This is an optimization exercise on Yosys and OpenROAD, whose aim is small area and a short achievable clock period, not a production implementation.
Only simulation tests tie the RTL to the original design; equivalence was not proved.
Power is estimated from default activity; no workload was simulated.

==> yarrow <==
==> flow/design.v <==
module RedUnit(
    input   logic                   clock,
                                    reset,
    input   logic [16*8-1:0]       data,        
    input   logic [16-1:0]          split,       
    input   logic [16*($clog2(16))-1:0]     out_idx,     
    output  logic [16*8-1:0]       out_data,
    output  logic [31:0]            delay,
    output  logic [31:0]            num_el
);
    logic [8-1:0]      prefix_sum[16-1:0];
    logic [8-1:0]      output_local[16-1:0];
    logic [8-1:0]      halo_adder;
    logic [($clog2(16))-1:0]    idx_q[16-1:0];
    logic [8-1:0]      psum_c[16-1:0];
    logic [8-1:0]      halo_c;
    logic [8-1:0]      acc;
    always_comb begin
        acc = halo_adder;
        for (int i = 0; i < 16; i++) begin
            acc = acc + data[i*8 +: 8];
            psum_c[i] = acc;
            if (split[i]) acc = '0;
        end
        halo_c = acc;
    end
    always_ff @(posedge clock or posedge reset) begin
        if (reset) begin
            for (int i = 0; i < 16; i++) begin
                prefix_sum[i]   <= '0;
                output_local[i] <= '0;
                idx_q[i]        <= '0;
            end
            halo_adder <= '0;
        end
        else begin
            for (int i = 0; i < 16; i++) begin
                prefix_sum[i] <= psum_c[i];
                idx_q[i]      <= out_idx[i*($clog2(16)) +: ($clog2(16))];
                output_local[i] <= prefix_sum[idx_q[i]];
            end
            halo_adder <= halo_c;
        end
    end
    generate
        for (genvar i = 0; i < 16; i++) begin : g_out
            assign out_data[i*8 +: 8] = output_local[i];
        end
    endgenerate
    assign num_el = 16;
    assign delay  = 2;
endmodule
==> flow/run.sh <==
#!/bin/bash
# synth_recipe.tcl (not shown) runs the flow's synth.tcl, then flattens the netlist and writes it again
# the make line also repeats each setting of config.mk as NAME=value (left out here)
make -C /OpenROAD-flow-scripts/flow DESIGN_CONFIG=/design/flow/config.mk WORK_HOME=/design/flow/orfs CLKGATE_MAP_FILE= SYNTH_SCRIPT=/design/flow/synth_recipe.tcl finish
==> flow/config.mk <==
export PLATFORM = sky130hd
export DESIGN_NAME = RedUnit
export DESIGN_NICKNAME = RedUnit
export VERILOG_FILES = /design/flow/design.v
export SDC_FILE = /design/flow/constraint.sdc
export NUM_CORES = 4
export LEC_CHECK = 0
export CAP_MARGIN = 20
export CORE_MARGIN = 2
export CORE_UTILIZATION = 20
export PLACE_DENSITY = 0.35
export SLEW_MARGIN = 20
==> flow/constraint.sdc <==
create_clock -name core_clock -period 17.0 [get_ports {clock}]
set_input_delay 3.4000 -clock core_clock [delete_from_list [all_inputs] [get_ports {clock}]]
set_output_delay 3.4000 -clock core_clock [all_outputs]
set_load 0.01 [all_outputs]
==> juniper (differences from yarrow) <==
==> flow/design.v, changed modules only <==
module RedUnit(
    input   logic                   clock,
                                    reset,
    input   logic [16*8-1:0]       data,        
    input   logic [16-1:0]          split,       
    input   logic [16*($clog2(16))-1:0]     out_idx,     
    output  logic [16*8-1:0]       out_data,
    output  logic [31:0]            delay,
    output  logic [31:0]            num_el
);
    localparam int K1 = 1;       
    logic [16*8-1:0]   v [($clog2(16)):0];
    logic [16-1:0]      f [($clog2(16)):0];
    logic [16*8-1:0]   v_in;        
    assign v[0] = data;
    assign f[0] = {split[16-2:0], 1'b0};
    logic [16*8-1:0]   s1_v;
    logic [16-1:0]      s1_split;
    logic [16*($clog2(16))-1:0] s1_idx;
    always_ff @(posedge clock) begin
        s1_v     <= v[K1];
        s1_split <= split;
        s1_idx   <= out_idx;
    end
    logic [8-1:0]      halo_adder;
    logic [16-1:0]      g [($clog2(16)):0];
    assign g[0] = {s1_split[16-2:0], 1'b0};
    generate
        for (genvar l = 0; l < ($clog2(16)); l++) begin : g_lvl
            for (genvar i = 0; i < 16; i++) begin : g_lane
                if (i & (1 << l)) begin : g_add
                    localparam int P = ((i >> (l+1)) << (l+1)) + (1 << l) - 1;
                    if (l < K1) begin : g_s1
                        assign v[l+1][i*8 +: 8] = v[l][i*8 +: 8]
                                                  + (f[l][i] ? 8'd0 : v[l][P*8 +: 8]);
                        assign f[l+1][i] = f[l][i] | f[l][P];
                    end else begin : g_s2
                        assign v[l+1][i*8 +: 8] = ((l == K1) ? v_in[i*8 +: 8] : v[l][i*8 +: 8])
                                                  + (g[l][i] ? 8'd0 : ((l == K1) ? v_in[P*8 +: 8] : v[l][P*8 +: 8]));
                        assign f[l+1][i] = 1'b0;
                    end
                    assign g[l+1][i] = g[l][i] | g[l][P];
                end else begin : g_pass
                    if (l < K1) begin : g_s1
                        assign v[l+1][i*8 +: 8] = v[l][i*8 +: 8];
                        assign f[l+1][i] = f[l][i];
                    end else begin : g_s2
                        assign v[l+1][i*8 +: 8] = (l == K1) ? v_in[i*8 +: 8] : v[l][i*8 +: 8];
                        assign f[l+1][i] = 1'b0;
                    end
                    assign g[l+1][i] = g[l][i];
                end
            end
        end
        for (genvar i = 0; i < 16; i++) begin : g_halo
            if (i < (1 << K1)) begin : g_add
                assign v_in[i*8 +: 8] = s1_v[i*8 +: 8] + (g[K1][i] ? 8'd0 : halo_adder);
            end else begin : g_pass
                assign v_in[i*8 +: 8] = s1_v[i*8 +: 8];
            end
        end
    endgenerate
    logic [16*8-1:0]   psum_c;
    logic [8-1:0]      halo_c;
    assign psum_c = (K1 == ($clog2(16))) ? v_in : v[($clog2(16))];
    assign halo_c = s1_split[16-1] ? 8'd0 : psum_c[(16-1)*8 +: 8];
    logic s1_take;
    always_ff @(posedge clock or posedge reset) begin
        if (reset) begin
            s1_take    <= 1'b0;
            halo_adder <= '0;
        end else begin
            s1_take    <= 1'b1;
            if (s1_take) halo_adder <= halo_c;
        end
    end
    logic [8-1:0]      output_local[16-1:0];
    logic [16*8-1:0]   gather_c;
    RedUnit_gather u_gather (.psum(psum_c), .idx(s1_idx), .out(gather_c));
    always_ff @(posedge clock) begin
        for (int j = 0; j < 16; j++)
            output_local[j] <= gather_c[j*8 +: 8];
    end
    generate
        for (genvar i = 0; i < 16; i++) begin : g_out
            assign out_data[i*8 +: 8] = output_local[i];
        end
    endgenerate
    assign num_el = 16;
    assign delay  = 2;
endmodule
module RedUnit_gather(
    input   logic [16*8-1:0]       psum,
    input   logic [16*($clog2(16))-1:0]     idx,
    output  logic [16*8-1:0]       out
);
    always_comb begin
        for (int j = 0; j < 16; j++) begin
            out[j*8 +: 8] = '0;
            for (int k = 0; k < 16; k++)
                out[j*8 +: 8] = out[j*8 +: 8]
                                | ({8{idx[j*($clog2(16)) +: ($clog2(16))] == k}} & psum[k*8 +: 8]);
        end
    end
endmodule
==> flow/flow/run.sh (new file) <==
#!/bin/bash
# Own layout flow: the standard ORFS layout (standard.sh), changed only in
#  - synthesis: adders go to ABC as plain gates instead of being extracted into
#    sky130 full/half-adder cells (ADDER_MAP_FILE empty), and ABC may run a
#    script of flow/ for the gather module; registers are untouched by both;
#  - port buffers: buf_1 cells instead of the default clock-delay buffers;
set -euo pipefail
W=$(pwd)
{ head -1 synth_recipe.tcl; cat flow/abc_proc.tcl; tail -n +2 synth_recipe.tcl; } > my_synth.tcl
sed "s#$W/synth_recipe.tcl#$W/my_synth.tcl#" standard.sh > my_standard.sh
grep -q my_synth.tcl my_standard.sh
export ADDER_MAP_FILE=
export BUFFER_PORTS_ARGS="-buffer_cell sky130_fd_sc_hd__buf_1"
export SETUP_SLACK_MARGIN=12.3
export MY_ABC_GATHER_SCRIPT=$W/flow/abc_gather.script
bash my_standard.sh "${@:-finish}" > flow_orfs.log 2>&1
==> flow/flow/abc_gather.script (new file) <==
strash
dch
map -a
topo
==> flow/flow/abc_proc.tcl (new file) <==
# ABC maps the gather module (RedUnit_gather, kept apart by SYNTH_HIERARCHICAL)
# with flow/abc_gather.script, and the rest with ORFS's script
proc abc {args} {
  set i [lsearch -exact $args -script]
  set ga $args
  lset ga [expr {$i + 1}] $::env(MY_ABC_GATHER_SCRIPT)
  puts "abc: RedUnit_gather with $::env(MY_ABC_GATHER_SCRIPT)"
  yosys abc {*}$ga RedUnit_gather
  puts "abc: RedUnit with [lindex $args [expr {$i + 1}]]"
  yosys abc {*}$args RedUnit
}
==> flow/standard.sh (new file) <==
#!/bin/bash
# synth_recipe.tcl (not shown) runs the flow's synth.tcl, then flattens the netlist and writes it again
# the make line also repeats each setting of config.mk as NAME=value (left out here)
make -C /OpenROAD-flow-scripts/flow DESIGN_CONFIG=/design/flow/config.mk WORK_HOME=/design/flow/orfs CLKGATE_MAP_FILE= SYNTH_SCRIPT=/design/flow/synth_recipe.tcl "${@:-finish}"
Settings changed: ABC_AREA from default to 1, CAP_MARGIN 20 to 30, CORE_UTILIZATION 20 to 30, PLACE_DENSITY 0.35 to 0.45, SLEW_MARGIN 20 to 30, SYNTH_HIERARCHICAL from default to 1.
removed: flow/run.sh
==> results.json <==
{
  "dr.pass1.iters": 15,
  "outcome": "complete, no violations",
  "pwr-share-comb_pct": 59.2,
  "grt_pass1_vias": 35500,
  "synth-seq-cells": 345,
  "crit_top_cell": "nand2_2",
  "power_mw": 4.97,
  "cp-start-kind": "flip-flop"
}
That was juniper.
==> results.json <==
{
  "outcome": "complete, no violations",
  "power_mw": 7.37,
  "synth-seq-cells": 328,
  "p_sw_share_pct": 56.7,
  "pwr-share-comb_pct": 56.0,
  "cts_tree": "built",
  "post_synth_fa_ha_maj_area_fraction_pct": 5.17,
  "dr.pass1.iters": 7,
  "crit_top_cell": "fa_1",
  "grt_pass1_vias": 36800
}
That was yarrow.

[separate check: timing with driven ports]
How much do the figures lean on ideal ports? The routed layouts below were timed once more, with nothing changed but the port constraints.
Step 1 sets driving cells, clkbuf_16 on the clock port and buf_2 on the other inputs (assumed; they add their load-dependent delay and slew).
Step 2 times the ports against the registers' clock, not the clock port: input delays grow and output delays shrink by t, the midpoint of the rising clock arrivals with the driver on.
a / b / c = no drivers / after step 1 / after step 2; a / b = the first two.
| run | t, ns | setup slack, ns | clock arrival spread, ns |
|---|---|---|---|
| yarrow | 0.743 | 0.743 / 0.799 / 0.056 | 0.063 / 0.064 |
| juniper | 0.726 | 12.257 / 12.223 / 11.747 | 0.037 / 0.037 |
After both steps every run listed still meets setup and hold. For yarrow, which loses most, drivers alone change the setup slack by +0.056 ns; drivers and shift together by -0.687 ns.
